From an optimization exercise on the open Yosys and OpenROAD flow, aimed at small area and a short achievable clock period; shortcuts taken in it are not production practice.
The RTL was checked by simulation tests, not by an equivalence proof against the original design.
No driver is modelled on the clock port, so clock power and skew are understated where the tree is cut down; a real chip needs a root buffer or a tree.
Power figures rest on the tool's default switching activity, not on a simulated workload.

the baseline:
==> flow/design.v <==
module fifo(
    input         clk,
    input         rst,         
    input  [7:0]  data_in,
    input         w_en,
    input         r_en,
    output reg [7:0] data_out,
    output reg    full,
    output reg    empty
);
    reg [7:0] mem [0:3][0:7];
    reg [3:0] wb;               
    reg [3:0] wbok;             
    reg [7:0] wr;               
    reg [3:0] rb;               
    reg [3:0] rbok;             
    reg [7:0] crow [0:3];       
    reg [3:0] cm;               
    reg [8:0] cq;               
    reg [7:0] cand [0:3];       
    reg [7:0] wd;               
    reg       byp;              
    reg       nfull, nempty;    
    reg       up_q, dn_q;       
    wire wok = w_en & nfull;
    wire rd  = r_en & nempty;
    genvar b, i;
    generate
        for (b = 0; b < 4; b = b + 1) begin : g_bank
            for (i = 0; i < 8; i = i + 1) begin : g_row
                always @(posedge clk)
                    if (w_en & wbok[b] & wr[i])
                        mem[b][i] <= data_in;
            end
            reg [7:0] sel;
            integer k;
            always @* begin
                sel = 8'b0;
                for (k = 0; k < 8; k = k + 1)
                    sel = sel | ({8{crow[b][k]}} & mem[b][k]);
            end
            always @(posedge clk)
                cand[b] <= sel;
            always @(posedge clk)
                if (!rst)
                    crow[b] <= 8'b1;
                else if (r_en & rbok[b])
                    crow[b] <= {crow[b][6:0], crow[b][7]};
        end
    endgenerate
    wire [3:0] hs = rb & {4{~byp}};
    wire [7:0] head = ({8{hs[0]}} & cand[0]) | ({8{hs[1]}} & cand[1])
                    | ({8{hs[2]}} & cand[2]) | ({8{hs[3]}} & cand[3])
                    | ({8{byp}} & wd);
    wire inc = w_en & (r_en ? ~nempty : nfull);
    wire dec = r_en & (w_en ? ~nfull : nempty);
    wire       one_n   = cq[0] & cm[1];
    wire       n31_n   = cq[7] & cm[3];
    wire       empty_n = ~w_en & (~nempty | (r_en & one_n));
    wire       full_n  = ~r_en & (~nfull | (w_en & n31_n));
    wire [3:0] wb_n    = wok ? {wb[2:0], wb[3]} : wb;
    wire [3:0] rb_n    = rd ? {rb[2:0], rb[3]} : rb;
    wire [3:0] cm_n    = inc ? {cm[2:0], cm[3]} : (dec ? {cm[0], cm[3:1]} : cm);
    wire       up      = w_en & ~r_en & up_q;
    wire       dn      = r_en & (w_en ? ~nfull : dn_q);
    always @(posedge clk) begin
        wd  <= data_in;
        byp <= wok & (~nempty | (r_en & one_n));
    end
    always @(posedge clk) begin
        if (!rst) begin
            wb       <= 4'b1;
            wbok     <= 4'b1;
            wr       <= 8'b1;
            rb       <= 4'b1;
            rbok     <= 4'b0;
            cm       <= 4'b1;
            cq       <= 9'b1;
            up_q     <= 1'b0;
            dn_q     <= 1'b0;
            empty    <= 1'b1;
            full     <= 1'b0;
            nempty   <= 1'b0;
            nfull    <= 1'b1;
            data_out <= 8'b0;
        end else begin
            wb     <= wb_n;
            wbok   <= full_n ? 4'b0 : wb_n;
            if (w_en & wbok[3])
                wr <= {wr[6:0], wr[7]};
            rb     <= rb_n;
            rbok   <= empty_n ? 4'b0 : rb_n;
            if (rd)
                data_out <= head;
            cm     <= cm_n;
            if (up)
                cq <= {cq[7:0], 1'b0};
            else if (dn)
                cq <= {1'b0, cq[8:1]};
            up_q   <= cm_n[3] & ~full_n;
            dn_q   <= cm_n[0] & ~empty_n;
            empty  <= empty_n;
            full   <= full_n;
            nempty <= ~empty_n;
            nfull  <= ~full_n;
        end
    end
endmodule
export LEC_CHECK = 0
export CAP_MARGIN = 20
export CORE_MARGIN = 2
export CORE_UTILIZATION = 65
export SETUP_SLACK_MARGIN = 1.2
export SLEW_MARGIN = 20
export TNS_END_PERCENT = 100
create_clock -name core_clock -period 2.4 [get_ports {clk}]
standard.sh (not shown) runs the stock make flow with config.mk's settings and CLKGATE_MAP_FILE= SYNTH_SCRIPT=/design/flow/synth_recipe.tcl, a recipe that flattens the netlist after the stock synthesis.
==> flow/flow/run.sh <==
#!/bin/bash
set -euo pipefail
bash standard.sh finish PRE_CTS_TCL="$PWD/flow/my_cts.tcl" \
  BUFFER_PORTS_ARGS="-buffer_cell sky130_fd_sc_hd__buf_4" \
  MATCH_CELL_FOOTPRINT=0 > standard.log 2>&1
==> flow/flow/my_cts.tcl <==
# Replaces clock_tree_synthesis with a two-level tree: K leaf buffers, each
# driving one cluster of clock sinks (k-means on sink locations), fed by up to
# R root buffers (k-means on the leaf locations), which the clock port feeds.
# Every sink sees the same two buffer stages.
rename clock_tree_synthesis orig_clock_tree_synthesis
source [file join [file dirname [info script]] my_cts_params.tcl]

proc my_kmeans {pts k iters} {
  # pts: list of {x y}; returns list of cluster index per point
  set n [llength $pts]
  set sorted [lsort -real -index 0 $pts]
  set cents {}
  for {set i 0} {$i < $k} {incr i} {
    lappend cents [lindex $sorted [expr {int(($i + 0.5) * $n / $k)}]]
  }
  set asg {}
  for {set it 0} {$it < $iters} {incr it} {
    set asg {}
    foreach p $pts {
      set best 0; set bd 1e30; set ci 0
      foreach c $cents {
        set dx [expr {[lindex $p 0] - [lindex $c 0]}]
        set dy [expr {[lindex $p 1] - [lindex $c 1]}]
        set d [expr {$dx * $dx + $dy * $dy}]
        if {$d < $bd} { set bd $d; set best $ci }
        incr ci
      }
      lappend asg $best
    }
    # balance: cap cluster size, move overflow points to nearest non-full cluster
    set newc {}
    for {set c 0} {$c < $k} {incr c} { set sx($c) 0.0; set sy($c) 0.0; set sn($c) 0 }
    foreach p $pts a $asg {
      set sx($a) [expr {$sx($a) + [lindex $p 0]}]
      set sy($a) [expr {$sy($a) + [lindex $p 1]}]
      incr sn($a)
    }
    for {set c 0} {$c < $k} {incr c} {
      if {$sn($c) > 0} {
        lappend newc [list [expr {$sx($c) / $sn($c)}] [expr {$sy($c) / $sn($c)}]]
      } else {
        lappend newc [lindex $cents $c]
      }
    }
    set cents $newc
  }
  return [list $asg $cents]
}

# Reassign points so that no cluster holds more than cap * N / K points:
# points with the most to lose pick first, each taking its nearest cluster
# with room. Returns the assignment and the new cluster centres.
proc my_balance {pts cents capf} {
  set n [llength $pts]
  set k [llength $cents]
  set cap [expr {int(ceil($capf * $n / $k))}]
  set order {}
  set i 0
  foreach p $pts {
    set ds {}
    set ci 0
    foreach c $cents {
      set dx [expr {[lindex $p 0] - [lindex $c 0]}]
      set dy [expr {[lindex $p 1] - [lindex $c 1]}]
      lappend ds [list $ci [expr {sqrt($dx * $dx + $dy * $dy)}]]
      incr ci
    }
    set ds [lsort -real -index 1 $ds]
    set dist($i) $ds
    lappend order [list $i [expr {[lindex $ds 1 1] - [lindex $ds 0 1]}]]
    incr i
  }
  for {set c 0} {$c < $k} {incr c} { set used($c) 0; set sx($c) 0.0; set sy($c) 0.0 }
  foreach o [lsort -real -decreasing -index 1 $order] {
    set i [lindex $o 0]
    foreach d $dist($i) {
      set c [lindex $d 0]
      if {$used($c) < $cap} { set a($i) $c; incr used($c); break }
    }
  }
  set asg {}
  for {set i 0} {$i < $n} {incr i} {
    lappend asg $a($i)
    set p [lindex $pts $i]
    set sx($a($i)) [expr {$sx($a($i)) + [lindex $p 0]}]
    set sy($a($i)) [expr {$sy($a($i)) + [lindex $p 1]}]
  }
  set newc {}
  for {set c 0} {$c < $k} {incr c} {
    if {$used($c) > 0} {
      lappend newc [list [expr {$sx($c) / $used($c)}] [expr {$sy($c) / $used($c)}]]
    } else {
      lappend newc [lindex $cents $c]
    }
  }
  return [list $asg $newc]
}

# Registers that drive an output port (through its port buffer) get the
# strongest drive of their cell type.
proc my_upsize_port_flops {} {
  set block [ord::get_db_block]
  foreach bt [$block getBTerms] {
    if {[$bt getIoType] ne "OUTPUT"} { continue }
    set net [$bt getNet]
    foreach it [$net getITerms] {
      if {![$it isOutputSignal]} { continue }
      set buf [$it getInst]
      foreach bit [$buf getITerms] {
        if {![$bit isInputSignal]} { continue }
        set inet [$bit getNet]
        if {$inet eq "NULL"} { continue }
        foreach dit [$inet getITerms] {
          if {![$dit isOutputSignal]} { continue }
          set ff [$dit getInst]
          set m [[$ff getMaster] getName]
          if {[regexp {^(sky130_fd_sc_hd__dfxtp)_[0-9]+$} $m -> base]} {
            puts "my_cts: [$ff getName] $m -> ${base}_4"
            replace_cell [$ff getName] ${base}_4
          }
        }
      }
    }
  }
}

# Plain registers whose output feeds many pins get a stronger drive.
proc my_upsize_fanout_flops {} {
  set block [ord::get_db_block]
  foreach inst [$block getInsts] {
    set m [[$inst getMaster] getName]
    if {![regexp {^sky130_fd_sc_hd__dfxtp_1$} $m]} { continue }
    set q [$inst findITerm Q]
    set net [$q getNet]
    if {$net eq "NULL"} { continue }
    set n [expr {[llength [$net getITerms]] - 1}]
    if {$n >= $::my_cts_ff4} {
      replace_cell [$inst getName] sky130_fd_sc_hd__dfxtp_4
    } elseif {$n >= $::my_cts_ff2} {
      replace_cell [$inst getName] sky130_fd_sc_hd__dfxtp_2
    }
  }
}

proc clock_tree_synthesis {args} {
  global my_cts_k my_cts_leaf my_cts_root
  set k $my_cts_k
  set leafm $my_cts_leaf
  set rootm $my_cts_root
  my_upsize_port_flops
  my_upsize_fanout_flops
  set db [ord::get_db]
  set block [ord::get_db_block]
  set clknet [$block findNet clk]
  set sinks {}
  set pts {}
  foreach it [$clknet getITerms] {
    set inst [$it getInst]
    set loc [$inst getLocation]
    set bb [$inst getBBox]
    lappend sinks $it
    lappend pts [list [expr {([$bb xMin] + [$bb xMax]) / 2.0}] [expr {([$bb yMin] + [$bb yMax]) / 2.0}]]
  }
  puts "my_cts: [llength $sinks] sinks, $k leaves"
  lassign [my_kmeans $pts $k 30] asg cents
  lassign [my_balance $pts $cents $::my_cts_cap] asg cents
  set lm [$db findMaster $leafm]
  set rm [$db findMaster $rootm]
  # group the leaves under R root buffers, each fed by the clock port
  set r $::my_cts_r
  lassign [my_kmeans $cents $r 30] rasg rcents
  for {set q 0} {$q < $r} {incr q} {
    if {[lsearch -exact $rasg $q] < 0} { continue }
    set rootnet($q) [odb::dbNet_create $block clknet_root_$q]
    $rootnet($q) setSigType CLOCK
    set root [odb::dbInst_create $block $rm clkbuf_root_$q]
    set rc [lindex $rcents $q]
    $root setLocation [expr {int([lindex $rc 0])}] [expr {int([lindex $rc 1])}]
    $root setPlacementStatus PLACED
    [$root findITerm A] connect $clknet
    [$root findITerm X] connect $rootnet($q)
  }
  for {set c 0} {$c < $k} {incr c} {
    set n [odb::dbNet_create $block clknet_leaf_$c]
    $n setSigType CLOCK
    set b [odb::dbInst_create $block $lm clkbuf_leaf_$c]
    set cc [lindex $cents $c]
    $b setLocation [expr {int([lindex $cc 0])}] [expr {int([lindex $cc 1])}]
    $b setPlacementStatus PLACED
    [$b findITerm A] connect $rootnet([lindex $rasg $c])
    [$b findITerm X] connect $n
    set leafnet($c) $n
    set cnt($c) 0
  }
  foreach it $sinks a $asg {
    $it disconnect
    $it connect $leafnet($a)
    incr cnt($a)
  }
  set_propagated_clock [all_clocks]
  for {set c 0} {$c < $k} {incr c} { puts "my_cts: leaf $c at [lindex $cents $c]: $cnt($c) sinks" }
  return ""
}
==> flow/flow/my_cts_params.tcl <==
set ::my_cts_k 16
set ::my_cts_r 4
set ::my_cts_leaf sky130_fd_sc_hd__clkbuf_16
set ::my_cts_root sky130_fd_sc_hd__clkbuf_16
set ::my_cts_cap 1.1
set ::my_cts_ff4 7
set ::my_cts_ff2 4
## Diff of input files: the candidate against the baseline
Settings: SETUP_SLACK_MARGIN now 1.15, was 1.2.
==> flow/flow/run.sh <==
#!/bin/bash
set -euo pipefail
bash standard.sh finish PRE_CTS_TCL="$PWD/flow/my_cts.tcl" \
  BUFFER_PORTS_ARGS="-buffer_cell sky130_fd_sc_hd__buf_6" \
  MATCH_CELL_FOOTPRINT=0 > standard.log 2>&1
diff --git a/flow/flow/my_cts.tcl b/flow/flow/my_cts.tcl
--- a/flow/flow/my_cts.tcl
+++ b/flow/flow/my_cts.tcl
@@ -99,3 +99,3 @@
 # Registers that drive an output port (through its port buffer) get the
-# strongest drive of their cell type.
+# drive strength ::my_cts_portff (default 4).
 proc my_upsize_port_flops {} {
@@ -117,4 +117,5 @@
           if {[regexp {^(sky130_fd_sc_hd__dfxtp)_[0-9]+$} $m -> base]} {
-            puts "my_cts: [$ff getName] $m -> ${base}_4"
-            replace_cell [$ff getName] ${base}_4
+            set size [expr {[info exists ::my_cts_portff] ? $::my_cts_portff : 4}]
+            puts "my_cts: [$ff getName] $m -> ${base}_$size"
+            replace_cell [$ff getName] ${base}_$size
           }
diff --git a/flow/flow/my_cts_params.tcl b/flow/flow/my_cts_params.tcl
--- a/flow/flow/my_cts_params.tcl
+++ b/flow/flow/my_cts_params.tcl
@@ -7 +7,2 @@
 set ::my_cts_ff2 4
+set ::my_cts_portff 2
Notes after the runs:
For the final period utilization, the candidate came in 0.35 points higher than the baseline did.
Diff the baseline..the candidate | clock share of power | negligible
For the via count, the candidate came in 1.2% lower than the baseline did.
Result for the baseline and the candidate: all clean
The candidate — data arrival at the endpoint of the critical path 0.68 ns higher, the baseline as reference
In every run of this note, the design's own scripts or RTL, not TritonCTS, make the clock network.

==> port drivers added, routing unchanged <==
Ports are ideal in the flow. The routed layouts listed here were re-timed in OpenROAD.
Step 1 assumes that a clkbuf_16 drives the clock port and a buf_2 every other input.
Step 2 moves the port delays by t, midway between the first and last clock arrival at a register: inputs arrive t later, outputs are due t later. That takes back most of the time a late clock gives input paths.
Slacks: no drivers / after step 1 / after step 2; pairs: no drivers / after step 1.
run | t (ns) | setup WS [ns] | hold WS [ns] | pins driven straight from the clock port
the baseline | 0.412 | 1.123 / 1.024 / 0.777 | 0.486 / 0.421 / 0.486 | 4
the candidate | 0.396 | 1.115 / 1.050 / 0.789 | 0.414 / 0.367 / 0.489 | 4
After both steps setup and hold are still met in every run listed. The setup slack of the baseline, which loses most, moves by -0.099 ns with the drivers and by -0.346 ns with both steps.
